This design comes from an exercise in tuning for small area, a short achievable clock period and few clock cycles per item on the open sky130 flow, not from production work.
No run shown here included a check of the RTL's function; only the layout flow was run.
Power and IR drop assume default switching activity.

## flow/design.v (module list and top-level ports; edited modules follow where they fit)
// module MGT_01_booth_row: 22 lines
// module MGT_01_booth_bit: 7 lines
// module MGT_01_fa: 8 lines
// module MGT_01_ha: 8 lines
// module MGT_01_mul_unit: 446 lines
module MGT_01_mul_unit
(  
  input  logic signed [31:0]       multiplier_i, multiplicand_i,
  input  logic                     clk_i, clk_en_i,                
  input  logic                     rst_n_i,                        
  input  logic [1:0]               operation_i,
  output logic signed [31:0]       result_o,
  output logic                     valid_o
);
  // ...
==> flow/run.sh <==
#!/bin/bash
# synth_recipe.tcl (not shown) runs the flow's synth.tcl, then flattens the netlist and writes it again
# the make line also repeats each setting of config.mk as NAME=value (left out here)
make -C /OpenROAD-flow-scripts/flow DESIGN_CONFIG=/design/flow/config.mk WORK_HOME=/design/flow/orfs CLKGATE_MAP_FILE= SYNTH_SCRIPT=/design/flow/synth_recipe.tcl finish
==> flow/config.mk <==
export PLATFORM = sky130hd
export DESIGN_NAME = MGT_01_mul_unit
export DESIGN_NICKNAME = MGT_01_mul_unit
export VERILOG_FILES = /design/flow/design.v
export SDC_FILE = /design/flow/constraint.sdc
export NUM_CORES = 4
export LEC_CHECK = 0
export CAP_MARGIN = 20
export CORE_MARGIN = 2
export CORE_UTILIZATION = 55
export PLACE_DENSITY = 0.65
export SLEW_MARGIN = 20
export SYNTH_HIERARCHICAL = 1
export SYNTH_MINIMUM_KEEP_SIZE = 0
==> flow/constraint.sdc <==
create_clock -name core_clock -period 10.0 [get_ports {clk_i}]
set_input_delay 2.0000 -clock core_clock [delete_from_list [all_inputs] [get_ports {clk_i}]]
set_output_delay 2.0000 -clock core_clock [all_outputs]
set_load 0.01 [all_outputs]
==> notes.md, run 1 <==
- Status: no timing/DRC/antenna violations
- Worst Setup SP: lc_q[0]$_DFFE_PP_
- Clock root buffer master: clkbuf_16
- Worst hold path endpoint: res_q[11]$_DFFE_PP_
- Cell family with most CP delay: compound AO/OA/AOI/OAI gates
- Pleak: 6.41 nW
- Top pwr grp: combinational logic
- Hold_sp: res_q[19]$_DFFE_PP_
- Non-clk buf share: 6.68%
- PostCTS Resize Cnt: 0
- #FFs+latches synth: 166
- Tap Count: 341
- Logic inverters: 39
- Syn Inst Count: 1293
- First-pass GRT wire length: 61100 µm
- Via count: 10600
- Final setup violation count: 0
- Crit path depth: 22
- Least-Margin Pin Slew: 1.04 ns
- Most common cell in the synthesized netlist: xnor2_1
- Cell variety after synth: 63
- Syn_area_per_cell: 11.8 µm²
- Layout Utilization: 63.9%
- Net Sw Frac: 43.9%
- Core box area: 27000 µm²
- Post-synth top area share: 25.1%
- Seq group: 1.27 mW
- Drt via density: 6.03
- Non-clk bufs: 119
- M1 WL: 17700 µm
- Layout cell share with drive strength beyond 1: 14.9%
- # fillers: 2205
- Post-synth EDFFs: 127
- CTS buffer count: 17
- Seq pwr share: 21.4%
==> inputs of run 2 (changes only) <==
--- a/flow/design.v
+++ b/flow/design.v
@@ -57,16 +57,17 @@
   logic            bs_q;      
   logic            mul_q;     
   logic            corr_q;    
   logic [2:0]      cnt_q;
   logic            valid_q;
   logic [3:0]       one_q, two_q, neg_q;    
   logic [33:0]     s_q, c_q;  
   logic [7:0]      ls_q, lc_q;   
+  logic            first_q;   
   logic            cl_q;      
   logic [31:0]     res_q;
   always_ff @(posedge clk_i) begin
     b_q    <= multiplicand_i;
     bs_q   <= (operation_i == 2'b01) & multiplicand_i[31];
     mul_q  <= (operation_i == 2'b00);
     corr_q <= operation_i[1] & operation_i[0] & multiplier_i[31];
   end
@@ -92,82 +93,85 @@
   logic [3:0][33:0] pp;
   assign neg = neg_q;
   genvar gi;
   generate
     for (gi = 0; gi < 4; gi++) begin : g_row
       MGT_01_booth_row u_row (.one_i(one_q[gi]), .two_i(two_q[gi]), .neg_i(neg_q[gi]), .y_i(y), .pp_o(pp[gi]));
     end
   endgenerate
+  logic [33:0] s_in, c_in;
+  assign s_in = first_q ? (34'(1) << 33) : s_q;
+  assign c_in = first_q ? '0 : c_q;
   logic t0_s, t0_c;
-  MGT_01_ha u_ha0 (.a_i(c_q[6]), .b_i(s_q[6]), .s_o(t0_s), .c_o(t0_c));
+  MGT_01_ha u_ha0 (.a_i(c_in[6]), .b_i(s_in[6]), .s_o(t0_s), .c_o(t0_c));
   logic t1_s, t1_c;
-  MGT_01_ha u_ha1 (.a_i(c_q[7]), .b_i(s_q[7]), .s_o(t1_s), .c_o(t1_c));
+  MGT_01_ha u_ha1 (.a_i(c_in[7]), .b_i(s_in[7]), .s_o(t1_s), .c_o(t1_c));
   logic t2_s, t2_c;
-  MGT_01_ha u_ha2 (.a_i(c_q[8]), .b_i(s_q[8]), .s_o(t2_s), .c_o(t2_c));
+  MGT_01_ha u_ha2 (.a_i(c_in[8]), .b_i(s_in[8]), .s_o(t2_s), .c_o(t2_c));
   logic t3_s, t3_c;
-  MGT_01_ha u_ha3 (.a_i(c_q[9]), .b_i(s_q[9]), .s_o(t3_s), .c_o(t3_c));
+  MGT_01_ha u_ha3 (.a_i(c_in[9]), .b_i(s_in[9]), .s_o(t3_s), .c_o(t3_c));
   logic t4_s, t4_c;
-  MGT_01_ha u_ha4 (.a_i(c_q[10]), .b_i(s_q[10]), .s_o(t4_s), .c_o(t4_c));
+  MGT_01_ha u_ha4 (.a_i(c_in[10]), .b_i(s_in[10]), .s_o(t4_s), .c_o(t4_c));
   logic t5_s, t5_c;
-  MGT_01_ha u_ha5 (.a_i(c_q[11]), .b_i(s_q[11]), .s_o(t5_s), .c_o(t5_c));
+  MGT_01_ha u_ha5 (.a_i(c_in[11]), .b_i(s_in[11]), .s_o(t5_s), .c_o(t5_c));
   logic t6_s, t6_c;
-  MGT_01_ha u_ha6 (.a_i(c_q[12]), .b_i(s_q[12]), .s_o(t6_s), .c_o(t6_c));
+  MGT_01_ha u_ha6 (.a_i(c_in[12]), .b_i(s_in[12]), .s_o(t6_s), .c_o(t6_c));
   logic t7_s, t7_c;
-  MGT_01_ha u_ha7 (.a_i(c_q[13]), .b_i(s_q[13]), .s_o(t7_s), .c_o(t7_c));
+  MGT_01_ha u_ha7 (.a_i(c_in[13]), .b_i(s_in[13]), .s_o(t7_s), .c_o(t7_c));
   logic t8_s, t8_c;
-  MGT_01_ha u_ha8 (.a_i(c_q[14]), .b_i(s_q[14]), .s_o(t8_s), .c_o(t8_c));
+  MGT_01_ha u_ha8 (.a_i(c_in[14]), .b_i(s_in[14]), .s_o(t8_s), .c_o(t8_c));
   logic t9_s, t9_c;
-  MGT_01_ha u_ha9 (.a_i(c_q[15]), .b_i(s_q[15]), .s_o(t9_s), .c_o(t9_c));
+  MGT_01_ha u_ha9 (.a_i(c_in[15]), .b_i(s_in[15]), .s_o(t9_s), .c_o(t9_c));
   logic t10_s, t10_c;
-  MGT_01_ha u_ha10 (.a_i(c_q[16]), .b_i(s_q[16]), .s_o(t10_s), .c_o(t10_c));
+  MGT_01_ha u_ha10 (.a_i(c_in[16]), .b_i(s_in[16]), .s_o(t10_s), .c_o(t10_c));
   logic t11_s, t11_c;
-  MGT_01_ha u_ha11 (.a_i(c_q[17]), .b_i(s_q[17]), .s_o(t11_s), .c_o(t11_c));
+  MGT_01_ha u_ha11 (.a_i(c_in[17]), .b_i(s_in[17]), .s_o(t11_s), .c_o(t11_c));
   logic t12_s, t12_c;
-  MGT_01_ha u_ha12 (.a_i(c_q[18]), .b_i(s_q[18]), .s_o(t12_s), .c_o(t12_c));
+  MGT_01_ha u_ha12 (.a_i(c_in[18]), .b_i(s_in[18]), .s_o(t12_s), .c_o(t12_c));
   logic t13_s, t13_c;
-  MGT_01_ha u_ha13 (.a_i(c_q[19]), .b_i(s_q[19]), .s_o(t13_s), .c_o(t13_c));
+  MGT_01_ha u_ha13 (.a_i(c_in[19]), .b_i(s_in[19]), .s_o(t13_s), .c_o(t13_c));
   logic t14_s, t14_c;
-  MGT_01_ha u_ha14 (.a_i(c_q[20]), .b_i(s_q[20]), .s_o(t14_s), .c_o(t14_c));
+  MGT_01_ha u_ha14 (.a_i(c_in[20]), .b_i(s_in[20]), .s_o(t14_s), .c_o(t14_c));
   logic t15_s, t15_c;
-  MGT_01_ha u_ha15 (.a_i(c_q[21]), .b_i(s_q[21]), .s_o(t15_s), .c_o(t15_c));
+  MGT_01_ha u_ha15 (.a_i(c_in[21]), .b_i(s_in[21]), .s_o(t15_s), .c_o(t15_c));
   logic t16_s, t16_c;
-  MGT_01_ha u_ha16 (.a_i(c_q[22]), .b_i(s_q[22]), .s_o(t16_s), .c_o(t16_c));
+  MGT_01_ha u_ha16 (.a_i(c_in[22]), .b_i(s_in[22]), .s_o(t16_s), .c_o(t16_c));
   logic t17_s, t17_c;
-  MGT_01_ha u_ha17 (.a_i(c_q[23]), .b_i(s_q[23]), .s_o(t17_s), .c_o(t17_c));
+  MGT_01_ha u_ha17 (.a_i(c_in[23]), .b_i(s_in[23]), .s_o(t17_s), .c_o(t17_c));
   logic t18_s, t18_c;
-  MGT_01_ha u_ha18 (.a_i(c_q[24]), .b_i(s_q[24]), .s_o(t18_s), .c_o(t18_c));
+  MGT_01_ha u_ha18 (.a_i(c_in[24]), .b_i(s_in[24]), .s_o(t18_s), .c_o(t18_c));
   logic t19_s, t19_c;
-  MGT_01_ha u_ha19 (.a_i(c_q[25]), .b_i(s_q[25]), .s_o(t19_s), .c_o(t19_c));
+  MGT_01_ha u_ha19 (.a_i(c_in[25]), .b_i(s_in[25]), .s_o(t19_s), .c_o(t19_c));
   logic t20_s, t20_c;
-  MGT_01_ha u_ha20 (.a_i(c_q[26]), .b_i(s_q[26]), .s_o(t20_s), .c_o(t20_c));
+  MGT_01_ha u_ha20 (.a_i(c_in[26]), .b_i(s_in[26]), .s_o(t20_s), .c_o(t20_c));
   logic t21_s, t21_c;
-  MGT_01_ha u_ha21 (.a_i(c_q[27]), .b_i(s_q[27]), .s_o(t21_s), .c_o(t21_c));
+  MGT_01_ha u_ha21 (.a_i(c_in[27]), .b_i(s_in[27]), .s_o(t21_s), .c_o(t21_c));
   logic t22_s, t22_c;
-  MGT_01_ha u_ha22 (.a_i(c_q[28]), .b_i(s_q[28]), .s_o(t22_s), .c_o(t22_c));
+  MGT_01_ha u_ha22 (.a_i(c_in[28]), .b_i(s_in[28]), .s_o(t22_s), .c_o(t22_c));
   logic t23_s, t23_c;
-  MGT_01_ha u_ha23 (.a_i(c_q[29]), .b_i(s_q[29]), .s_o(t23_s), .c_o(t23_c));
+  MGT_01_ha u_ha23 (.a_i(c_in[29]), .b_i(s_in[29]), .s_o(t23_s), .c_o(t23_c));
   logic t24_s, t24_c;
-  MGT_01_ha u_ha24 (.a_i(c_q[30]), .b_i(s_q[30]), .s_o(t24_s), .c_o(t24_c));
+  MGT_01_ha u_ha24 (.a_i(c_in[30]), .b_i(s_in[30]), .s_o(t24_s), .c_o(t24_c));
   logic t25_s, t25_c;
-  MGT_01_ha u_ha25 (.a_i(c_q[31]), .b_i(s_q[31]), .s_o(t25_s), .c_o(t25_c));
+  MGT_01_ha u_ha25 (.a_i(c_in[31]), .b_i(s_in[31]), .s_o(t25_s), .c_o(t25_c));
   logic t26_s, t26_c;
-  MGT_01_ha u_ha26 (.a_i(c_q[32]), .b_i(s_q[32]), .s_o(t26_s), .c_o(t26_c));
+  MGT_01_ha u_ha26 (.a_i(c_in[32]), .b_i(s_in[32]), .s_o(t26_s), .c_o(t26_c));
   logic t27_s, t27_c;
-  MGT_01_ha u_ha27 (.a_i(c_q[33]), .b_i(s_q[33]), .s_o(t27_s), .c_o(t27_c));
+  MGT_01_ha u_ha27 (.a_i(c_in[33]), .b_i(s_in[33]), .s_o(t27_s), .c_o(t27_c));
   logic t28_s, t28_c;
-  MGT_01_ha u_ha28 (.a_i(c_q[2]), .b_i(s_q[2]), .s_o(t28_s), .c_o(t28_c));
+  MGT_01_ha u_ha28 (.a_i(c_in[2]), .b_i(s_in[2]), .s_o(t28_s), .c_o(t28_c));
   logic t29_s, t29_c;
-  MGT_01_ha u_ha29 (.a_i(c_q[3]), .b_i(s_q[3]), .s_o(t29_s), .c_o(t29_c));
+  MGT_01_ha u_ha29 (.a_i(c_in[3]), .b_i(s_in[3]), .s_o(t29_s), .c_o(t29_c));
   logic t30_s, t30_c;
-  MGT_01_fa u_fa30 (.a_i(c_q[4]), .b_i(s_q[4]), .c_i(neg[2]), .s_o(t30_s), .c_o(t30_c));
+  MGT_01_fa u_fa30 (.a_i(c_in[4]), .b_i(s_in[4]), .c_i(neg[2]), .s_o(t30_s), .c_o(t30_c));
   logic t31_s, t31_c;
   MGT_01_ha u_ha31 (.a_i(pp[0][4]), .b_i(pp[1][2]), .s_o(t31_s), .c_o(t31_c));
   logic t32_s, t32_c;
-  MGT_01_fa u_fa32 (.a_i(c_q[5]), .b_i(s_q[5]), .c_i(pp[0][5]), .s_o(t32_s), .c_o(t32_c));
+  MGT_01_fa u_fa32 (.a_i(c_in[5]), .b_i(s_in[5]), .c_i(pp[0][5]), .s_o(t32_s), .c_o(t32_c));
   logic t33_s, t33_c;
   MGT_01_ha u_ha33 (.a_i(pp[1][3]), .b_i(pp[2][1]), .s_o(t33_s), .c_o(t33_c));
   logic t34_s, t34_c;
   MGT_01_fa u_fa34 (.a_i(t0_s), .b_i(neg[3]), .c_i(pp[0][6]), .s_o(t34_s), .c_o(t34_c));
   logic t35_s, t35_c;
   MGT_01_fa u_fa35 (.a_i(pp[1][4]), .b_i(pp[2][2]), .c_i(pp[3][0]), .s_o(t35_s), .c_o(t35_c));
   logic t36_s, t36_c;
   MGT_01_fa u_fa36 (.a_i(t0_c), .b_i(t1_s), .c_i(pp[0][7]), .s_o(t36_s), .c_o(t36_c));
@@ -280,19 +284,19 @@
   logic t90_s, t90_c;
   assign t90_s = ~(t27_c ^ pp[1][32]);
   assign t90_c = t27_c | pp[1][32];
   logic t91_s, t91_c;
   MGT_01_ha u_ha91 (.a_i(pp[2][30]), .b_i(pp[3][28]), .s_o(t91_s), .c_o(t91_c));
   logic t92_s, t92_c;
   MGT_01_ha u_ha92 (.a_i(pp[1][33]), .b_i(pp[2][31]), .s_o(t92_s), .c_o(t92_c));
   logic t93_s, t93_c;
-  MGT_01_ha u_ha93 (.a_i(c_q[0]), .b_i(s_q[0]), .s_o(t93_s), .c_o(t93_c));
+  MGT_01_ha u_ha93 (.a_i(c_in[0]), .b_i(s_in[0]), .s_o(t93_s), .c_o(t93_c));
   logic t94_s, t94_c;
-  MGT_01_ha u_ha94 (.a_i(c_q[1]), .b_i(s_q[1]), .s_o(t94_s), .c_o(t94_c));
+  MGT_01_ha u_ha94 (.a_i(c_in[1]), .b_i(s_in[1]), .s_o(t94_s), .c_o(t94_c));
   logic t95_s, t95_c;
   MGT_01_fa u_fa95 (.a_i(t28_s), .b_i(neg[1]), .c_i(pp[0][2]), .s_o(t95_s), .c_o(t95_c));
   logic t96_s, t96_c;
   MGT_01_fa u_fa96 (.a_i(t28_c), .b_i(t29_s), .c_i(pp[0][3]), .s_o(t96_s), .c_o(t96_c));
   logic t97_s, t97_c;
   MGT_01_fa u_fa97 (.a_i(t29_c), .b_i(pp[2][0]), .c_i(t30_s), .s_o(t97_s), .c_o(t97_c));
   logic t98_s, t98_c;
   MGT_01_fa u_fa98 (.a_i(t30_c), .b_i(t31_c), .c_i(t33_s), .s_o(t98_s), .c_o(t98_c));
@@ -436,25 +440,381 @@
   logic t167_s, t167_c;
   MGT_01_fa u_fa167 (.a_i(pp[2][33]), .b_i(pp[3][31]), .c_i(t129_c), .s_o(t167_s), .c_o(t167_c));
   logic t168_s, t168_c;
   assign t168_s = ~pp[3][32];
   assign t168_c = pp[3][32];
   logic [41:0] row_a, row_b;
   assign row_a = {1'b0, 1'b1, pp[3][33], t168_s, t167_s, t166_s, t165_s, t164_s, t163_s, t162_s, t161_s, t160_s, t159_s, t158_s, t157_s, t156_s, t155_s, t154_s, t153_s, t152_s, t151_s, t150_s, t149_s, t148_s, t147_s, t146_s, t145_s, t144_s, t143_s, t142_s, t141_s, t140_s, t139_s, t138_s, t137_s, t136_s, t135_s, t134_s, t133_s, t132_s, t131_s, pp[0][0]};
   assign row_b = {1'b0, 1'b0, t168_c, t167_c, t166_c, t165_c, t164_c, t163_c, t162_c, t161_c, t160_c, t159_c, t158_c, t157_c, t156_c, t155_c, t154_c, t153_c, t152_c, t151_c, t150_c, t149_c, t148_c, t147_c, t146_c, t145_c, t144_c, t143_c, t142_c, t141_c, t140_c, t139_c, t138_c, t137_c, t136_c, t135_c, t134_c, t133_c, t132_c, t131_c, t130_c, t130_s};
-  logic [8:0] low;
-  assign low = {1'b0, ls_q} + {1'b0, lc_q} + {8'b0, cl_q};
-  logic [31:0] hs, hc, hi;
+  logic [31:0] hs, hc;
   always_comb
     for (int j = 0; j < 32; j++) begin
       hs[j] = s_q[j] ^ c_q[j] ^ (corr_q & b_q[j]);
       hc[j] = (s_q[j] & c_q[j]) | (s_q[j] & corr_q & b_q[j]) | (c_q[j] & corr_q & b_q[j]);
     end
-  assign hi = hs + {hc[30:0], 1'b0} + {31'b0, low[8]};
+  logic [39:0] fa_a, fa_b;
+  assign fa_a = {hs, ls_q};
+  assign fa_b = {hc[30:0], 1'b0, lc_q};
+  logic [39:0] fa_g0, fa_p0, fa_s;
+  logic [40:0] fa_c;
+  assign fa_g0 = fa_a & fa_b;
+  assign fa_p0 = fa_a ^ fa_b;
+  logic fa_G1_1, fa_P1_1;
+  assign fa_G1_1 = fa_g0[0] | (fa_p0[0] & cl_q);
+  assign fa_P1_1 = fa_p0[0] & 1'b0;
+  logic fa_G1_3, fa_P1_3;
+  assign fa_G1_3 = fa_g0[2] | (fa_p0[2] & fa_g0[1]);
+  assign fa_P1_3 = fa_p0[2] & fa_p0[1];
+  logic fa_G1_5, fa_P1_5;
+  assign fa_G1_5 = fa_g0[4] | (fa_p0[4] & fa_g0[3]);
+  assign fa_P1_5 = fa_p0[4] & fa_p0[3];
+  logic fa_G1_7, fa_P1_7;
+  assign fa_G1_7 = fa_g0[6] | (fa_p0[6] & fa_g0[5]);
+  assign fa_P1_7 = fa_p0[6] & fa_p0[5];
+  logic fa_G1_9, fa_P1_9;
+  assign fa_G1_9 = fa_g0[8] | (fa_p0[8] & fa_g0[7]);
+  assign fa_P1_9 = fa_p0[8] & fa_p0[7];
+  logic fa_G1_11, fa_P1_11;
+  assign fa_G1_11 = fa_g0[10] | (fa_p0[10] & fa_g0[9]);
+  assign fa_P1_11 = fa_p0[10] & fa_p0[9];
+  logic fa_G1_13, fa_P1_13;
+  assign fa_G1_13 = fa_g0[12] | (fa_p0[12] & fa_g0[11]);
+  assign fa_P1_13 = fa_p0[12] & fa_p0[11];
+  logic fa_G1_15, fa_P1_15;
+  assign fa_G1_15 = fa_g0[14] | (fa_p0[14] & fa_g0[13]);
+  assign fa_P1_15 = fa_p0[14] & fa_p0[13];
+  logic fa_G1_17, fa_P1_17;
+  assign fa_G1_17 = fa_g0[16] | (fa_p0[16] & fa_g0[15]);
+  assign fa_P1_17 = fa_p0[16] & fa_p0[15];
+  logic fa_G1_19, fa_P1_19;
+  assign fa_G1_19 = fa_g0[18] | (fa_p0[18] & fa_g0[17]);
+  assign fa_P1_19 = fa_p0[18] & fa_p0[17];
+  logic fa_G1_21, fa_P1_21;
+  assign fa_G1_21 = fa_g0[20] | (fa_p0[20] & fa_g0[19]);
+  assign fa_P1_21 = fa_p0[20] & fa_p0[19];
+  logic fa_G1_23, fa_P1_23;
+  assign fa_G1_23 = fa_g0[22] | (fa_p0[22] & fa_g0[21]);
+  assign fa_P1_23 = fa_p0[22] & fa_p0[21];
+  logic fa_G1_25, fa_P1_25;
+  assign fa_G1_25 = fa_g0[24] | (fa_p0[24] & fa_g0[23]);
+  assign fa_P1_25 = fa_p0[24] & fa_p0[23];
+  logic fa_G1_27, fa_P1_27;
+  assign fa_G1_27 = fa_g0[26] | (fa_p0[26] & fa_g0[25]);
+  assign fa_P1_27 = fa_p0[26] & fa_p0[25];
+  logic fa_G1_29, fa_P1_29;
+  assign fa_G1_29 = fa_g0[28] | (fa_p0[28] & fa_g0[27]);
+  assign fa_P1_29 = fa_p0[28] & fa_p0[27];
+  logic fa_G1_31, fa_P1_31;
+  assign fa_G1_31 = fa_g0[30] | (fa_p0[30] & fa_g0[29]);
+  assign fa_P1_31 = fa_p0[30] & fa_p0[29];
+  logic fa_G1_33, fa_P1_33;
+  assign fa_G1_33 = fa_g0[32] | (fa_p0[32] & fa_g0[31]);
+  assign fa_P1_33 = fa_p0[32] & fa_p0[31];
+  logic fa_G1_35, fa_P1_35;
+  assign fa_G1_35 = fa_g0[34] | (fa_p0[34] & fa_g0[33]);
+  assign fa_P1_35 = fa_p0[34] & fa_p0[33];
+  logic fa_G1_37, fa_P1_37;
+  assign fa_G1_37 = fa_g0[36] | (fa_p0[36] & fa_g0[35]);
+  assign fa_P1_37 = fa_p0[36] & fa_p0[35];
+  logic fa_G1_39, fa_P1_39;
+  assign fa_G1_39 = fa_g0[38] | (fa_p0[38] & fa_g0[37]);
+  assign fa_P1_39 = fa_p0[38] & fa_p0[37];
+  logic fa_G2_2, fa_P2_2;
+  assign fa_G2_2 = fa_g0[1] | (fa_p0[1] & fa_G1_1);
+  assign fa_P2_2 = fa_p0[1] & fa_P1_1;
+  logic fa_G2_3, fa_P2_3;
+  assign fa_G2_3 = fa_G1_3 | (fa_P1_3 & fa_G1_1);
+  assign fa_P2_3 = fa_P1_3 & fa_P1_1;
+  logic fa_G2_6, fa_P2_6;
+  assign fa_G2_6 = fa_g0[5] | (fa_p0[5] & fa_G1_5);
+  assign fa_P2_6 = fa_p0[5] & fa_P1_5;
+  logic fa_G2_7, fa_P2_7;
+  assign fa_G2_7 = fa_G1_7 | (fa_P1_7 & fa_G1_5);
+  assign fa_P2_7 = fa_P1_7 & fa_P1_5;
+  logic fa_G2_10, fa_P2_10;
+  assign fa_G2_10 = fa_g0[9] | (fa_p0[9] & fa_G1_9);
+  assign fa_P2_10 = fa_p0[9] & fa_P1_9;
+  logic fa_G2_11, fa_P2_11;
+  assign fa_G2_11 = fa_G1_11 | (fa_P1_11 & fa_G1_9);
+  assign fa_P2_11 = fa_P1_11 & fa_P1_9;
+  logic fa_G2_14, fa_P2_14;
+  assign fa_G2_14 = fa_g0[13] | (fa_p0[13] & fa_G1_13);
+  assign fa_P2_14 = fa_p0[13] & fa_P1_13;
+  logic fa_G2_15, fa_P2_15;
+  assign fa_G2_15 = fa_G1_15 | (fa_P1_15 & fa_G1_13);
+  assign fa_P2_15 = fa_P1_15 & fa_P1_13;
+  logic fa_G2_18, fa_P2_18;
+  assign fa_G2_18 = fa_g0[17] | (fa_p0[17] & fa_G1_17);
+  assign fa_P2_18 = fa_p0[17] & fa_P1_17;
+  logic fa_G2_19, fa_P2_19;
+  assign fa_G2_19 = fa_G1_19 | (fa_P1_19 & fa_G1_17);
+  assign fa_P2_19 = fa_P1_19 & fa_P1_17;
+  logic fa_G2_22, fa_P2_22;
+  assign fa_G2_22 = fa_g0[21] | (fa_p0[21] & fa_G1_21);
+  assign fa_P2_22 = fa_p0[21] & fa_P1_21;
+  logic fa_G2_23, fa_P2_23;
+  assign fa_G2_23 = fa_G1_23 | (fa_P1_23 & fa_G1_21);
+  assign fa_P2_23 = fa_P1_23 & fa_P1_21;
+  logic fa_G2_26, fa_P2_26;
+  assign fa_G2_26 = fa_g0[25] | (fa_p0[25] & fa_G1_25);
+  assign fa_P2_26 = fa_p0[25] & fa_P1_25;
+  logic fa_G2_27, fa_P2_27;
+  assign fa_G2_27 = fa_G1_27 | (fa_P1_27 & fa_G1_25);
+  assign fa_P2_27 = fa_P1_27 & fa_P1_25;
+  logic fa_G2_30, fa_P2_30;
+  assign fa_G2_30 = fa_g0[29] | (fa_p0[29] & fa_G1_29);
+  assign fa_P2_30 = fa_p0[29] & fa_P1_29;
+  logic fa_G2_31, fa_P2_31;
+  assign fa_G2_31 = fa_G1_31 | (fa_P1_31 & fa_G1_29);
+  assign fa_P2_31 = fa_P1_31 & fa_P1_29;
+  logic fa_G2_34, fa_P2_34;
+  assign fa_G2_34 = fa_g0[33] | (fa_p0[33] & fa_G1_33);
+  assign fa_P2_34 = fa_p0[33] & fa_P1_33;
+  logic fa_G2_35, fa_P2_35;
+  assign fa_G2_35 = fa_G1_35 | (fa_P1_35 & fa_G1_33);
+  assign fa_P2_35 = fa_P1_35 & fa_P1_33;
+  logic fa_G2_38, fa_P2_38;
+  assign fa_G2_38 = fa_g0[37] | (fa_p0[37] & fa_G1_37);
+  assign fa_P2_38 = fa_p0[37] & fa_P1_37;
+  logic fa_G2_39, fa_P2_39;
+  assign fa_G2_39 = fa_G1_39 | (fa_P1_39 & fa_G1_37);
+  assign fa_P2_39 = fa_P1_39 & fa_P1_37;
+  logic fa_G3_4, fa_P3_4;
+  assign fa_G3_4 = fa_g0[3] | (fa_p0[3] & fa_G2_3);
+  assign fa_P3_4 = fa_p0[3] & fa_P2_3;
+  logic fa_G3_5, fa_P3_5;
+  assign fa_G3_5 = fa_G1_5 | (fa_P1_5 & fa_G2_3);
+  assign fa_P3_5 = fa_P1_5 & fa_P2_3;
+  logic fa_G3_6, fa_P3_6;
+  assign fa_G3_6 = fa_G2_6 | (fa_P2_6 & fa_G2_3);
+  assign fa_P3_6 = fa_P2_6 & fa_P2_3;
+  logic fa_G3_7, fa_P3_7;
+  assign fa_G3_7 = fa_G2_7 | (fa_P2_7 & fa_G2_3);
+  assign fa_P3_7 = fa_P2_7 & fa_P2_3;
+  logic fa_G3_12, fa_P3_12;
+  assign fa_G3_12 = fa_g0[11] | (fa_p0[11] & fa_G2_11);
+  assign fa_P3_12 = fa_p0[11] & fa_P2_11;
+  logic fa_G3_13, fa_P3_13;
+  assign fa_G3_13 = fa_G1_13 | (fa_P1_13 & fa_G2_11);
+  assign fa_P3_13 = fa_P1_13 & fa_P2_11;
+  logic fa_G3_14, fa_P3_14;
+  assign fa_G3_14 = fa_G2_14 | (fa_P2_14 & fa_G2_11);
+  assign fa_P3_14 = fa_P2_14 & fa_P2_11;
+  logic fa_G3_15, fa_P3_15;
+  assign fa_G3_15 = fa_G2_15 | (fa_P2_15 & fa_G2_11);
+  assign fa_P3_15 = fa_P2_15 & fa_P2_11;
+  logic fa_G3_20, fa_P3_20;
+  assign fa_G3_20 = fa_g0[19] | (fa_p0[19] & fa_G2_19);
+  assign fa_P3_20 = fa_p0[19] & fa_P2_19;
+  logic fa_G3_21, fa_P3_21;
+  assign fa_G3_21 = fa_G1_21 | (fa_P1_21 & fa_G2_19);
+  assign fa_P3_21 = fa_P1_21 & fa_P2_19;
+  logic fa_G3_22, fa_P3_22;
+  assign fa_G3_22 = fa_G2_22 | (fa_P2_22 & fa_G2_19);
+  assign fa_P3_22 = fa_P2_22 & fa_P2_19;
+  logic fa_G3_23, fa_P3_23;
+  assign fa_G3_23 = fa_G2_23 | (fa_P2_23 & fa_G2_19);
+  assign fa_P3_23 = fa_P2_23 & fa_P2_19;
+  logic fa_G3_28, fa_P3_28;
+  assign fa_G3_28 = fa_g0[27] | (fa_p0[27] & fa_G2_27);
+  assign fa_P3_28 = fa_p0[27] & fa_P2_27;
+  logic fa_G3_29, fa_P3_29;
+  assign fa_G3_29 = fa_G1_29 | (fa_P1_29 & fa_G2_27);
+  assign fa_P3_29 = fa_P1_29 & fa_P2_27;
+  logic fa_G3_30, fa_P3_30;
+  assign fa_G3_30 = fa_G2_30 | (fa_P2_30 & fa_G2_27);
+  assign fa_P3_30 = fa_P2_30 & fa_P2_27;
+  logic fa_G3_31, fa_P3_31;
+  assign fa_G3_31 = fa_G2_31 | (fa_P2_31 & fa_G2_27);
+  assign fa_P3_31 = fa_P2_31 & fa_P2_27;
+  logic fa_G3_36, fa_P3_36;
+  assign fa_G3_36 = fa_g0[35] | (fa_p0[35] & fa_G2_35);
+  assign fa_P3_36 = fa_p0[35] & fa_P2_35;
+  logic fa_G3_37, fa_P3_37;
+  assign fa_G3_37 = fa_G1_37 | (fa_P1_37 & fa_G2_35);
+  assign fa_P3_37 = fa_P1_37 & fa_P2_35;
+  logic fa_G3_38, fa_P3_38;
+  assign fa_G3_38 = fa_G2_38 | (fa_P2_38 & fa_G2_35);
+  assign fa_P3_38 = fa_P2_38 & fa_P2_35;
+  logic fa_G3_39, fa_P3_39;
+  assign fa_G3_39 = fa_G2_39 | (fa_P2_39 & fa_G2_35);
+  assign fa_P3_39 = fa_P2_39 & fa_P2_35;
+  logic fa_G4_8, fa_P4_8;
+  assign fa_G4_8 = fa_g0[7] | (fa_p0[7] & fa_G3_7);
+  assign fa_P4_8 = fa_p0[7] & fa_P3_7;
+  logic fa_G4_9, fa_P4_9;
+  assign fa_G4_9 = fa_G1_9 | (fa_P1_9 & fa_G3_7);
+  assign fa_P4_9 = fa_P1_9 & fa_P3_7;
+  logic fa_G4_10, fa_P4_10;
+  assign fa_G4_10 = fa_G2_10 | (fa_P2_10 & fa_G3_7);
+  assign fa_P4_10 = fa_P2_10 & fa_P3_7;
+  logic fa_G4_11, fa_P4_11;
+  assign fa_G4_11 = fa_G2_11 | (fa_P2_11 & fa_G3_7);
+  assign fa_P4_11 = fa_P2_11 & fa_P3_7;
+  logic fa_G4_12, fa_P4_12;
+  assign fa_G4_12 = fa_G3_12 | (fa_P3_12 & fa_G3_7);
+  assign fa_P4_12 = fa_P3_12 & fa_P3_7;
+  logic fa_G4_13, fa_P4_13;
+  assign fa_G4_13 = fa_G3_13 | (fa_P3_13 & fa_G3_7);
+  assign fa_P4_13 = fa_P3_13 & fa_P3_7;
+  logic fa_G4_14, fa_P4_14;
+  assign fa_G4_14 = fa_G3_14 | (fa_P3_14 & fa_G3_7);
+  assign fa_P4_14 = fa_P3_14 & fa_P3_7;
+  logic fa_G4_15, fa_P4_15;
+  assign fa_G4_15 = fa_G3_15 | (fa_P3_15 & fa_G3_7);
+  assign fa_P4_15 = fa_P3_15 & fa_P3_7;
+  logic fa_G4_24, fa_P4_24;
+  assign fa_G4_24 = fa_g0[23] | (fa_p0[23] & fa_G3_23);
+  assign fa_P4_24 = fa_p0[23] & fa_P3_23;
+  logic fa_G4_25, fa_P4_25;
+  assign fa_G4_25 = fa_G1_25 | (fa_P1_25 & fa_G3_23);
+  assign fa_P4_25 = fa_P1_25 & fa_P3_23;
+  logic fa_G4_26, fa_P4_26;
+  assign fa_G4_26 = fa_G2_26 | (fa_P2_26 & fa_G3_23);
+  assign fa_P4_26 = fa_P2_26 & fa_P3_23;
+  logic fa_G4_27, fa_P4_27;
+  assign fa_G4_27 = fa_G2_27 | (fa_P2_27 & fa_G3_23);
+  assign fa_P4_27 = fa_P2_27 & fa_P3_23;
+  logic fa_G4_28, fa_P4_28;
+  assign fa_G4_28 = fa_G3_28 | (fa_P3_28 & fa_G3_23);
+  assign fa_P4_28 = fa_P3_28 & fa_P3_23;
+  logic fa_G4_29, fa_P4_29;
+  assign fa_G4_29 = fa_G3_29 | (fa_P3_29 & fa_G3_23);
+  assign fa_P4_29 = fa_P3_29 & fa_P3_23;
+  logic fa_G4_30, fa_P4_30;
+  assign fa_G4_30 = fa_G3_30 | (fa_P3_30 & fa_G3_23);
+  assign fa_P4_30 = fa_P3_30 & fa_P3_23;
+  logic fa_G4_31, fa_P4_31;
+  assign fa_G4_31 = fa_G3_31 | (fa_P3_31 & fa_G3_23);
+  assign fa_P4_31 = fa_P3_31 & fa_P3_23;
+  logic fa_G4_40, fa_P4_40;
+  assign fa_G4_40 = fa_g0[39] | (fa_p0[39] & fa_G3_39);
+  assign fa_P4_40 = fa_p0[39] & fa_P3_39;
+  logic fa_G5_16, fa_P5_16;
+  assign fa_G5_16 = fa_g0[15] | (fa_p0[15] & fa_G4_15);
+  assign fa_P5_16 = fa_p0[15] & fa_P4_15;
+  logic fa_G5_17, fa_P5_17;
+  assign fa_G5_17 = fa_G1_17 | (fa_P1_17 & fa_G4_15);
+  assign fa_P5_17 = fa_P1_17 & fa_P4_15;
+  logic fa_G5_18, fa_P5_18;
+  assign fa_G5_18 = fa_G2_18 | (fa_P2_18 & fa_G4_15);
+  assign fa_P5_18 = fa_P2_18 & fa_P4_15;
+  logic fa_G5_19, fa_P5_19;
+  assign fa_G5_19 = fa_G2_19 | (fa_P2_19 & fa_G4_15);
+  assign fa_P5_19 = fa_P2_19 & fa_P4_15;
+  logic fa_G5_20, fa_P5_20;
+  assign fa_G5_20 = fa_G3_20 | (fa_P3_20 & fa_G4_15);
+  assign fa_P5_20 = fa_P3_20 & fa_P4_15;
+  logic fa_G5_21, fa_P5_21;
+  assign fa_G5_21 = fa_G3_21 | (fa_P3_21 & fa_G4_15);
+  assign fa_P5_21 = fa_P3_21 & fa_P4_15;
+  logic fa_G5_22, fa_P5_22;
+  assign fa_G5_22 = fa_G3_22 | (fa_P3_22 & fa_G4_15);
+  assign fa_P5_22 = fa_P3_22 & fa_P4_15;
+  logic fa_G5_23, fa_P5_23;
+  assign fa_G5_23 = fa_G3_23 | (fa_P3_23 & fa_G4_15);
+  assign fa_P5_23 = fa_P3_23 & fa_P4_15;
+  logic fa_G5_24, fa_P5_24;
+  assign fa_G5_24 = fa_G4_24 | (fa_P4_24 & fa_G4_15);
+  assign fa_P5_24 = fa_P4_24 & fa_P4_15;
+  logic fa_G5_25, fa_P5_25;
+  assign fa_G5_25 = fa_G4_25 | (fa_P4_25 & fa_G4_15);
+  assign fa_P5_25 = fa_P4_25 & fa_P4_15;
+  logic fa_G5_26, fa_P5_26;
+  assign fa_G5_26 = fa_G4_26 | (fa_P4_26 & fa_G4_15);
+  assign fa_P5_26 = fa_P4_26 & fa_P4_15;
+  logic fa_G5_27, fa_P5_27;
+  assign fa_G5_27 = fa_G4_27 | (fa_P4_27 & fa_G4_15);
+  assign fa_P5_27 = fa_P4_27 & fa_P4_15;
+  logic fa_G5_28, fa_P5_28;
+  assign fa_G5_28 = fa_G4_28 | (fa_P4_28 & fa_G4_15);
+  assign fa_P5_28 = fa_P4_28 & fa_P4_15;
+  logic fa_G5_29, fa_P5_29;
+  assign fa_G5_29 = fa_G4_29 | (fa_P4_29 & fa_G4_15);
+  assign fa_P5_29 = fa_P4_29 & fa_P4_15;
+  logic fa_G5_30, fa_P5_30;
+  assign fa_G5_30 = fa_G4_30 | (fa_P4_30 & fa_G4_15);
+  assign fa_P5_30 = fa_P4_30 & fa_P4_15;
+  logic fa_G5_31, fa_P5_31;
+  assign fa_G5_31 = fa_G4_31 | (fa_P4_31 & fa_G4_15);
+  assign fa_P5_31 = fa_P4_31 & fa_P4_15;
+  logic fa_G6_32, fa_P6_32;
+  assign fa_G6_32 = fa_g0[31] | (fa_p0[31] & fa_G5_31);
+  assign fa_P6_32 = fa_p0[31] & fa_P5_31;
+  logic fa_G6_33, fa_P6_33;
+  assign fa_G6_33 = fa_G1_33 | (fa_P1_33 & fa_G5_31);
+  assign fa_P6_33 = fa_P1_33 & fa_P5_31;
+  logic fa_G6_34, fa_P6_34;
+  assign fa_G6_34 = fa_G2_34 | (fa_P2_34 & fa_G5_31);
+  assign fa_P6_34 = fa_P2_34 & fa_P5_31;
+  logic fa_G6_35, fa_P6_35;
+  assign fa_G6_35 = fa_G2_35 | (fa_P2_35 & fa_G5_31);
+  assign fa_P6_35 = fa_P2_35 & fa_P5_31;
+  logic fa_G6_36, fa_P6_36;
+  assign fa_G6_36 = fa_G3_36 | (fa_P3_36 & fa_G5_31);
+  assign fa_P6_36 = fa_P3_36 & fa_P5_31;
+  logic fa_G6_37, fa_P6_37;
+  assign fa_G6_37 = fa_G3_37 | (fa_P3_37 & fa_G5_31);
+  assign fa_P6_37 = fa_P3_37 & fa_P5_31;
+  logic fa_G6_38, fa_P6_38;
+  assign fa_G6_38 = fa_G3_38 | (fa_P3_38 & fa_G5_31);
+  assign fa_P6_38 = fa_P3_38 & fa_P5_31;
+  logic fa_G6_39, fa_P6_39;
+  assign fa_G6_39 = fa_G3_39 | (fa_P3_39 & fa_G5_31);
+  assign fa_P6_39 = fa_P3_39 & fa_P5_31;
+  logic fa_G6_40, fa_P6_40;
+  assign fa_G6_40 = fa_G4_40 | (fa_P4_40 & fa_G5_31);
+  assign fa_P6_40 = fa_P4_40 & fa_P5_31;
+  assign fa_c[0] = cl_q;
+  assign fa_c[1] = fa_G1_1;
+  assign fa_c[2] = fa_G2_2;
+  assign fa_c[3] = fa_G2_3;
+  assign fa_c[4] = fa_G3_4;
+  assign fa_c[5] = fa_G3_5;
+  assign fa_c[6] = fa_G3_6;
+  assign fa_c[7] = fa_G3_7;
+  assign fa_c[8] = fa_G4_8;
+  assign fa_c[9] = fa_G4_9;
+  assign fa_c[10] = fa_G4_10;
+  assign fa_c[11] = fa_G4_11;
+  assign fa_c[12] = fa_G4_12;
+  assign fa_c[13] = fa_G4_13;
+  assign fa_c[14] = fa_G4_14;
+  assign fa_c[15] = fa_G4_15;
+  assign fa_c[16] = fa_G5_16;
+  assign fa_c[17] = fa_G5_17;
+  assign fa_c[18] = fa_G5_18;
+  assign fa_c[19] = fa_G5_19;
+  assign fa_c[20] = fa_G5_20;
+  assign fa_c[21] = fa_G5_21;
+  assign fa_c[22] = fa_G5_22;
+  assign fa_c[23] = fa_G5_23;
+  assign fa_c[24] = fa_G5_24;
+  assign fa_c[25] = fa_G5_25;
+  assign fa_c[26] = fa_G5_26;
+  assign fa_c[27] = fa_G5_27;
+  assign fa_c[28] = fa_G5_28;
+  assign fa_c[29] = fa_G5_29;
+  assign fa_c[30] = fa_G5_30;
+  assign fa_c[31] = fa_G5_31;
+  assign fa_c[32] = fa_G6_32;
+  assign fa_c[33] = fa_G6_33;
+  assign fa_c[34] = fa_G6_34;
+  assign fa_c[35] = fa_G6_35;
+  assign fa_c[36] = fa_G6_36;
+  assign fa_c[37] = fa_G6_37;
+  assign fa_c[38] = fa_G6_38;
+  assign fa_c[39] = fa_G6_39;
+  assign fa_c[40] = fa_G6_40;
+  assign fa_s = fa_p0 ^ fa_c[39:0];
+  logic [8:0] low;
+  assign low = {fa_c[8], fa_s[7:0]};
+  logic [31:0] hi;
+  assign hi = fa_s[39:8];
   logic compute, last;
   assign compute = (cnt_q != 0) & (cnt_q <= K);
   assign last    = (cnt_q == K + 1);
   always_ff @(posedge clk_i) begin
     if (!rst_n_i) begin
       cnt_q   <= '0;
       valid_q <= 1'b0;
     end else if (clk_en_i) begin
@@ -464,20 +824,18 @@
       end else begin
         cnt_q   <= cnt_q + 1'b1;
         valid_q <= last;
       end
     end
   end
   always_ff @(posedge clk_i) begin
     if (clk_en_i) begin
-      if (cnt_q == 0) begin
-        s_q  <= 34'(1) << 33;
-        c_q  <= '0;
-      end else if (compute) begin
+      first_q <= (cnt_q == 0);
+      if (compute) begin
         s_q  <= row_a[41:8];
         c_q  <= row_b[41:8];
         ls_q <= row_a[7:0];
         lc_q <= row_b[7:0];
       end
       if (compute | last)
         cl_q <= (cnt_q == 1) ? 1'b0 : low[8];
       if (compute | (last & mul_q))
==> run 2 against run 1 <==
  * Register-to-register slack improved by 0.60 ns
  * Synthesized cell count fell by 4.5%
  * Maximum frequency up 15%
  * Cell count is 2.6% lower
  * Global-route usage fell by 0.11 points
  * Critical endpoint is now res_q[30]$_DFFE_PP_
  * Largest cell class unchanged
==> notes.md, run 2 <==
- Async set-reset flop share out of synthesis: 0% (unchanged)
- Via count: 10000 (was 10600)
- Number of buffers added on ports: 101 (unchanged)
- Synth area leader: edfxtp_1 (unchanged)
- Max IR drop VDD: 138 µV (was 146 µV)
- RSZ-0062 raised after global routing: false (unchanged)
- Most common cell in the synthesized netlist: xnor2_1 (unchanged)
- Cell variety after synth: 62 (was 63)
- Net Sw Frac: 41.4% (was 43.9%)
- Synth-to-Final Area Change: 14.1% (was 13.6%)
- Sequential area share after synthesis: 30.7% (was 30.2%)
- Chip Width: 168 µm (was 170 µm)
- Max stage delay on crit path: 0.56 ns (was 0.39 ns)
- Layout cell share with drive strength beyond 1: 15.3% (was 14.9%)
- Clock Latency Late Sink: 0.44 ns (about the same)
- GRT Total Usage: 27.8% (was 27.9%)
- Largest net degree at the start of global routing: 81 (was 67)
- Worst Setup SP: corr_q$_DFF_P_ (was lc_q[0]$_DFFE_PP_)
- F_max: 249 MHz (was 216 MHz)
- Area of the multi-input gates: 10100 µm² (was 10400 µm²)
- Die height: 168 µm (was 170 µm)
- Final Max Slew Viols: 0 (unchanged)
- CP dominant cell by count: a32o_1
- ANT nets after route: 0 (unchanged)
- RR Startpoint: corr_q$_DFF_P_ (was lc_q[0]$_DFFE_PP_)
- PostCTS Resize Cnt: 0 (unchanged)
- Total routed wirelength: 37500 µm (was 38700 µm)
- Clk pwr share: 15.1% (was 11.8%)
- # fillers: 2166 (was 2205)
- Die area: 28400 µm² (was 29000 µm²)
- Leading post-synthesis cells by cell area: edfxtp_1 (25%), fa_1 (18%), a22oi_2 (11%), xnor2_1 (11%), ha_1 (10%) (was edfxtp_1 (25%), fa_1 (17%), a22oi_2 (11%), xnor2_1 (10%), ha_1 (10%))
- Post-synth top area share: 25.4% (was 25.1%)
- Final nets: 1677 (was 1722)
- #FFs+latches synth: 165 (was 166)
- GPL Wtd Cong: 0.854 (was 0.852)
- Drc violations: 0 (unchanged)
- Post-CTS setup buffers: 0 (unchanged)
- Hold Crit Class: reg -> reg (unchanged)
- Drt via density: 5.86 (was 6.03)
- CP max FO: 23 (was 3)
- Crit path launch type: flop (unchanged)
- Commonest cells in the synthesized netlist: xnor2_1 (182), a22oi_2 (136), fa_1 (135), edfxtp_1 (126), ha_1 (120) (was xnor2_1 (182), a22oi_2 (136), fa_1 (132), edfxtp_1 (127), ha_1 (122))
- IO Pins: 102 (unchanged)
- Drt initial violations: 748 (was 826)
- CTS buffer count: 17 (unchanged)
- Drt pass-1 iters: 5 (was 7)
- Clock Skew: 0.0164 ns (was 0.0191 ns)
- Commonest register cell after synthesis: edfxtp_1 (unchanged)
- Critical path cell sequence: buf_4, nand2_1, xnor2_1, ha_1, a21oi_1, a32o_1, a31oi_1, a21bo_2, o31a_1, a21o_1, a211o_1, a32o_1 (was inv_1, fa_1, inv_1, fa_1, a21o_1, a21oi_1, o21bai_1, a21oi_1, nor2b_1, o21ai_0, nand2_1, ha_1, inv_1, fa_1, and2b_1, o211ai_1, a21oi_1, nor2_1, o21bai_1, a211oi_1, xor2_1, o21ai_0)
- Clock buffer depth: 2 (unchanged)
- Hold_sp: valid_q$_SDFFE_PN0P_ (was res_q[19]$_DFFE_PP_)
- Comb pwr share: 57.1% (was 66.8%)
- Min Tclk post-route: 4.01 ns (was 4.62 ns)
- NetSw: 1.80 mW (was 2.60 mW)
- Final period util: 40.1% (was 46.2%)
- Slowest cell on the critical path: dfxtp_1 (was fa_1)
- Syn Inst Count: 1235 (was 1293)
- Worst path required time: 10.19 ns (was 10.15 ns)
- Setup TNS: 0 ns (unchanged)
- Least-Margin Pin Slew: 0.951 ns (was 1.04 ns)
- First-pass GRT wire length: 59800 µm (was 61100 µm)
- Clk sinks: 165 (was 166)
- Warnings, synthesis: 7 (unchanged)
- Clock root buffer master: clkbuf_16 (unchanged)
- CTS tree: built (unchanged)
- Initial Utilization: 55.7% (was 56.3%)
- Detailed placer's ending HPWL: 27500 µm (was 28700 µm)
- Hold-fix buffer count after cts: 0 (unchanged)
- Initial antenna violation count: 1 (was 0)
- Internal power: 2.55 mW (was 3.32 mW)
- Cell Area, Synth: 14900 µm² (was 15200 µm²)
- Syn_area_per_cell: 12.0 µm² (was 11.8 µm²)
- Most common cell after layout, fill and taps aside: xnor2_1 (unchanged)
- CP Data Arrival Time: 4.20 ns (was 4.77 ns)
- Avg WL per Cell: 22.0 µm (was 22.1 µm)
- Setup Crit Path Kind: reg -> reg (unchanged)
- Post-synth EDFFs: 126 (was 127)
- Fin. Hold Viols: 0 (unchanged)
- Power per cell area: 256 nW/µm² (was 343 nW/µm²)
- Storage element area: 4560 µm² (was 4590 µm²)
- Core box area: 26700 µm² (was 27000 µm²)
- Most frequent cells in the layout: xnor2_1 (182), a22oi_2 (136), fa_1 (135), edfxtp_1 (126), ha_1 (120) (was xnor2_1 (182), a22oi_2 (136), fa_1 (132), edfxtp_1 (127), ha_1 (121))
- Row count: 60 (unchanged)
- Clk slew on worst S/H paths: 0.07 ns (was 0.08 ns)
- Max Cap Viol: 0 (unchanged)
- Pleak: 6.30 nW (was 6.41 nW)
- Vias in the first global route: 10500 (was 10700)
- N_diodes: 0 (unchanged)
- H-tree depth: 4 (unchanged)
- Final setup violation count: 0 (unchanged)
- Total power: 4.35 mW (was 5.92 mW)
- Crit. End Element: flop (unchanged)
- Max-slew headroom: 36.4% (was 30.7%)
- Seq pwr share: 27.8% (was 21.4%)
- Status: no timing/DRC/antenna violations (unchanged)
- GRT overflow: 0 (unchanged)
==> run 2: cell count changes in the layout (fill, tap and decap cells not counted), sizes merged, moves of 3 or more <==
| cell | change |
|---|---|
| a21oi | -17 |
| nand2 | -14 |
| o21ai | -12 |
| inv | +10 |
| o21bai | -8 |
| xor2 | -7 |
| and3 | +5 |
| nand4 | -5 |
| nor2 | -4 |
| fa | +3 |
| o211a | -3 |
==> run 2: through the flow <==
step | worst slack [ns] | hold WS, ns | cell area (µm²) | utilization, % | cells
2_1_floorplan | 5.69 | 0.513 | 14900 | - | 1236
3_3_place_gp | 5.93 | 0.496 | 16400 | 61.3 | 1673
3_5_place_dp | 5.90 | 0.505 | 16400 | 61.3 | 1673
4_1_cts | 5.98 | 0.517 | 16900 | 63.4 | 1705
5_1_grt | 5.72 | 0.575 | 17000 | 63.5 | 1707
6_report | 5.99 | 0.514 | 17000 | 63.5 | 1707
==> run 2: cells by family after synthesis <==
| kind of cell | count (synthesis) | synth area share [%] |
|---|---|---|
| multiplexers | 14 | 1.01 |
| adder cells (fa/ha/maj) | 255 | 28.3 |
| other | 5 | 0.126 |
| flip-flops | 165 | 30.7 |
| buffers and inverters | 67 | 1.70 |
| AO/OA/AOI/OAI | 285 | 18.4 |
| AND/OR/NAND/NOR | 252 | 8.58 |
| XOR/XNOR | 192 | 11.3 |
==> run 2: routing by layer <==
layer	part of all wire [%]	vias up	GRT usage, %
li1	-	4691	-
met1	46	5030	39.1
met4	1.4	0	6.26
met3	5.3	40	5.49
met2	47	241	44.9
met5	0	-	0
==> run 2: worst paths after layout <==
check | endpoint | slack [ns] | depth (start not counted)
worst min-delay path | valid_q$_SDFFE_PN0P_ | 0.51 | 2
worst min register to register | valid_q$_SDFFE_PN0P_ | 0.51 | 2
worst max-delay path | res_q[30]$_DFFE_PP_ | 5.99 | 12
worst max register to register | res_q[30]$_DFFE_PP_ | 5.99 | 12
==> run 2: power groups by stage <==
stage	Combinational, mW	Clock, mW	Sequential [mW]
floorplan	1.68	0	1.24
global placement	2.42	0	1.22
detailed placement	2.47	0	1.23
CTS	2.48	0.666	1.21
global route	2.80	0.689	1.23
finish	2.48	0.655	1.21
==> run 2: final cells by class <==
cell class | instances | area share (%)
repair buffers | 120 | 6.92
inverters | 45 | 0.995
well taps | 341 | 2.51
clock inverters | 15 | 0.811
clock buffers | 17 | 2.51
multi-input cells | 1004 | 59.4
flip-flops and latches | 165 | 26.9
==> run 2: critical path: cells and delay by family (launching register included) <==
kind                       cells  cell delay (ns)
and+or+nand+nor                1             0.15
xor gates and xnor gates       1             0.23
adders and majority gates      1             0.38
buffers and inverters          1             0.38
AOI/OAI and AO/OA              8             2.07
DFF                            1             0.56
==> run 2: Yosys stat by module (local to each module, per instance) <==
module | flops+latches | cells inside
MGT_01_booth_row | 0 | 2
MGT_01_ha | 0 | 1
MGT_01_booth_bit | 0 | 2
MGT_01_mul_unit | 165 | 789
MGT_01_fa | 0 | 1
==> inputs of run 3 (changes only) <==
==> flow/flow/run.sh (new file) <==
#!/bin/bash
# Layout flow: the standard flow, logged to standard.log
bash standard.sh > standard.log 2>&1
==> flow/standard.sh (new file) <==
#!/bin/bash
# synth_recipe.tcl (not shown) runs the flow's synth.tcl, then flattens the netlist and writes it again
# the make line also repeats each setting of config.mk as NAME=value (left out here)
make -C /OpenROAD-flow-scripts/flow DESIGN_CONFIG=/design/flow/config.mk WORK_HOME=/design/flow/orfs CLKGATE_MAP_FILE= SYNTH_SCRIPT=/design/flow/synth_recipe.tcl "${@:-finish}"
removed: flow/run.sh
==> run 3 against run 2 <==
  * Highest routed layer unchanged
  * Cell count is the same
  * Global-route usage is the same
  * Critical endpoint unchanged
  * Largest cell class unchanged
  * Synthesized area is the same
==> notes.md, run 3 <==
- Post-synth EDFFs: 126 (unchanged)
- H-tree depth: 4 (unchanged)
- Row count: 60 (unchanged)
- GPL Wtd Cong: 0.854 (unchanged)
- Final period util: 40.1% (unchanged)
- Critical path cell sequence: buf_4, nand2_1, xnor2_1, ha_1, a21oi_1, a32o_1, a31oi_1, a21bo_2, o31a_1, a21o_1, a211o_1, a32o_1 (unchanged)
- Drt pass-1 iters: 5 (unchanged)
- Drc violations: 0 (unchanged)
- Setup crit end: res_q[30]$_DFFE_PP_ (unchanged)
- CP Data Arrival Time: 4.20 ns (about the same)
- Post-synth top area share: 25.4% (unchanged)
- Clock Skew: 0.0164 ns (unchanged)
- Worst path bufs/invs: 1 (unchanged)
- Clock Latency Late Sink: 0.44 ns (about the same)
- Initial antenna violation count: 1 (unchanged)
- Setup Crit Path Kind: reg -> reg (unchanged)
- Largest net degree at the start of global routing: 81 (unchanged)
- Layout cell share with drive strength beyond 1: 15.3% (unchanged)
- Synth-to-Final Area Change: 14.1% (unchanged)
- Core box area: 26700 µm² (unchanged)
- Storage element area: 4560 µm² (unchanged)
- CTS tree: built (unchanged)
- Clk sinks: 165 (unchanged)
- Cell variety after synth: 62 (unchanged)
- N_diodes: 0 (unchanged)
- First-pass GRT wire length: 59800 µm (unchanged)
- #FFs+latches synth: 165 (unchanged)
- Worst reg-to-reg setup slack: 5.99 ns (about the same)
- Post-CTS setup buffers: 0 (unchanged)
- Final setup violation count: 0 (unchanged)
- CP max FO: 23 (unchanged)
- Pleak: 6.30 nW (unchanged)
- Final nets: 1677 (unchanged)
- Max stage delay on crit path: 0.56 ns (about the same)
- Power per cell area: 256 nW/µm² (unchanged)
- Die height: 168 µm (unchanged)
- Most common cell in the synthesized netlist: xnor2_1 (unchanged)
- Async set-reset flop share out of synthesis: 0% (unchanged)
- Most frequent cells in the layout: xnor2_1 (182), a22oi_2 (136), fa_1 (135), edfxtp_1 (126), ha_1 (120) (unchanged)
- Area of the multi-input gates: 10100 µm² (unchanged)
- CTS buffer count: 17 (unchanged)
- Clk slew on worst S/H paths: 0.07 ns (about the same)
- Cell Area, Synth: 14900 µm² (unchanged)
- Worst Setup SP: corr_q$_DFF_P_ (unchanged)
- Synth area leader: edfxtp_1 (unchanged)
- IO Pins: 102 (unchanged)
- Leading post-synthesis cells by cell area: edfxtp_1 (25%), fa_1 (18%), a22oi_2 (11%), xnor2_1 (11%), ha_1 (10%) (unchanged)
- GRT overflow: 0 (unchanged)
- Sequential area share after synthesis: 30.7% (unchanged)
- Crit path depth: 12 (unchanged)
- Crit path launch type: flop (unchanged)
- Via count: 10000 (unchanged)
- Syn_area_per_cell: 12.0 µm² (unchanged)
- Most common cell after layout, fill and taps aside: xnor2_1 (unchanged)
- Syn Inst Count: 1235 (unchanged)
- Commonest register cell after synthesis: edfxtp_1 (unchanged)
- Clock buffer depth: 2 (unchanged)
- Avg WL per Cell: 22.0 µm (unchanged)
- Min Tclk post-route: 4.01 ns (unchanged)
- PostCTS Resize Cnt: 0 (unchanged)
- CP dominant cell by count: a32o_1 (unchanged)
- Warnings, synthesis: 7 (unchanged)
- Chip Width: 168 µm (unchanged)
- Final Max Slew Viols: 0 (unchanged)
- Commonest cells in the synthesized netlist: xnor2_1 (182), a22oi_2 (136), fa_1 (135), edfxtp_1 (126), ha_1 (120) (unchanged)
- Total routed wirelength: 37500 µm (unchanged)
- Setup TNS: 0 ns (unchanged)
- Slowest cell on the critical path: dfxtp_1 (unchanged)
- # fillers: 2166 (unchanged)
- Worst path required time: 10.19 ns (about the same)
- Max Cap Viol: 0 (unchanged)
- ANT nets after route: 0 (unchanged)
- Hold-fix buffer count after cts: 0 (unchanged)
- Die area: 28400 µm² (unchanged)
- Cell family with most CP delay: compound AO/OA/AOI/OAI gates (unchanged)
- Max IR drop VDD: 138 µV (unchanged)
- Least-Margin Pin Slew: 0.951 ns (unchanged)
- Initial Utilization: 55.7% (unchanged)
- GRT Total Usage: 27.8% (unchanged)
- Drt initial violations: 748 (unchanged)
- Vias in the first global route: 10500 (unchanged)
- RR Endpoint: res_q[30]$_DFFE_PP_ (unchanged)
- Post-route setup slack: 5.99 ns (unchanged)
- Number of buffers added on ports: 101 (unchanged)
- Worst-case reg-to-reg path depth: 12 (unchanged)
- Place WS: 5.90 ns (unchanged)
- Status: no timing/DRC/antenna violations (unchanged)
- RSZ-0062 raised after global routing: false (unchanged)
- Max-slew headroom: 36.4% (unchanged)
- Hold Crit Class: reg -> reg (unchanged)
- Crit. End Element: flop (unchanged)
- RR Startpoint: corr_q$_DFF_P_ (unchanged)
- Clock root buffer master: clkbuf_16 (unchanged)
- Detailed placer's ending HPWL: 27500 µm (unchanged)
- Drt via density: 5.86 (unchanged)
- Fin. Hold Viols: 0 (unchanged)
- F_max: 249 MHz (unchanged)
## run 3: report_power, final
group          internal (mW)  switching, mW  total, mW
combinational           1.14           1.34       2.48
clock                  0.330          0.325      0.655
sequential              1.07          0.136       1.21
## run 3: cell type report
cell class	count	area share, %
Timing Repair Buffer	120	6.92
Tap cell	341	2.51
Clock inverter	15	0.811
Sequential cell	165	26.9
Clock buffer	17	2.51
Multi-Input combinational cell	1004	59.4
Inverter	45	0.995
## run 3: worst min path at each step
stage | startpoint | to | slack [ns] | depth (start not counted)
after global routing | valid_q$_SDFFE_PN0P_ | valid_q$_SDFFE_PN0P_ | 0.58 | 2
after CTS | valid_q$_SDFFE_PN0P_ | valid_q$_SDFFE_PN0P_ | 0.52 | 2
after floorplan | cnt_q[2]$_SDFFE_PN0P_ | valid_q$_SDFFE_PN0P_ | 0.51 | 2
after global placement | valid_q$_SDFFE_PN0P_ | valid_q$_SDFFE_PN0P_ | 0.50 | 2
after detailed placement | valid_q$_SDFFE_PN0P_ | valid_q$_SDFFE_PN0P_ | 0.50 | 2
final | valid_q$_SDFFE_PN0P_ | valid_q$_SDFFE_PN0P_ | 0.51 | 2
## run 3: modules after synthesis (local to each module, per instance)
module,flip-flops and latches,copies in the design,cells
MGT_01_mul_unit,165,1,789
MGT_01_booth_bit,0,136,2
MGT_01_fa,0,129,1
MGT_01_ha,0,37,1
MGT_01_booth_row,0,4,2
## run 3: cells by family after synthesis
logic type,synth area share [%]
other,0.126
adders and majority gates,28.3
xor gates and xnor gates,11.3
muxes,1.01
DFF,30.7
AOI/OAI and AO/OA,18.4
and+or+nand+nor,8.58
buffers and inverters,1.70
## run 3: metal layers
metal / vias to the layer above / GRT usage, % / part of all wire, %
met5: - / 0 / 0
met4: 0 / 6.26 / 1.4
met3: 40 / 5.49 / 5.3
met2: 241 / 44.9 / 47
met1: 5030 / 39.1 / 46
li1: 4691 / - / -
## run 3: through the flow
stage                     power, mW  util, %  instance area, µm²  cells  hold slack (ns)
final                          4.35     63.5               17000   1707            0.514
after global routing           4.72     63.5               17000   1707            0.575
after CTS                      4.36     63.4               16900   1705            0.517
after detailed placement       3.70     61.3               16400   1673            0.505
after global placement         3.64     61.3               16400   1673            0.496
after floorplan                2.93        -               14900   1236            0.513
## run 3: worst register-to-register path, stage by stage, from the launching register on
cell and delay [ns]:
dfxtp_1 0.56, buf_4 0.38, nand2_1 0.15, xnor2_1 0.23, ha_1 0.38, a21oi_1 0.43, a32o_1 0.24, a31oi_1 0.06
a21bo_2 0.27, o31a_1 0.37, a21o_1 0.20, a211o_1 0.29, a32o_1 0.21

-- port drivers added, routing unchanged --
Ports are ideal in the flow. The routed layouts listed here were re-timed in OpenROAD. Step 1: set_driving_cell puts a clkbuf_16 on clk_i and a buf_2 on each other input, an assumption about the parent block. Step 2 also shifts input and output timing later by t, the mid clock arrival at the registers, as if the neighbouring blocks saw the same clock. Slacks: no drivers / after step 1 / after step 2; pairs: no drivers / after step 1.
| run | t (ns) | setup WS [ns] | slew at the worst register clock pin (ns) | worst data-port slew with drivers (ns) |
|---|---|---|---|---|
| run 1 | 0.480 | 5.381 / 5.381 / 5.381 | 0.08 / 0.08 | 0.04 |
| run 2 | 0.478 | 5.985 / 5.985 / 5.985 | 0.08 / 0.08 | 0.05 |
| run 3 | 0.478 | 5.985 / 5.985 / 5.985 | 0.08 / 0.08 | 0.05 |
After both steps setup and hold are still met in every run listed.
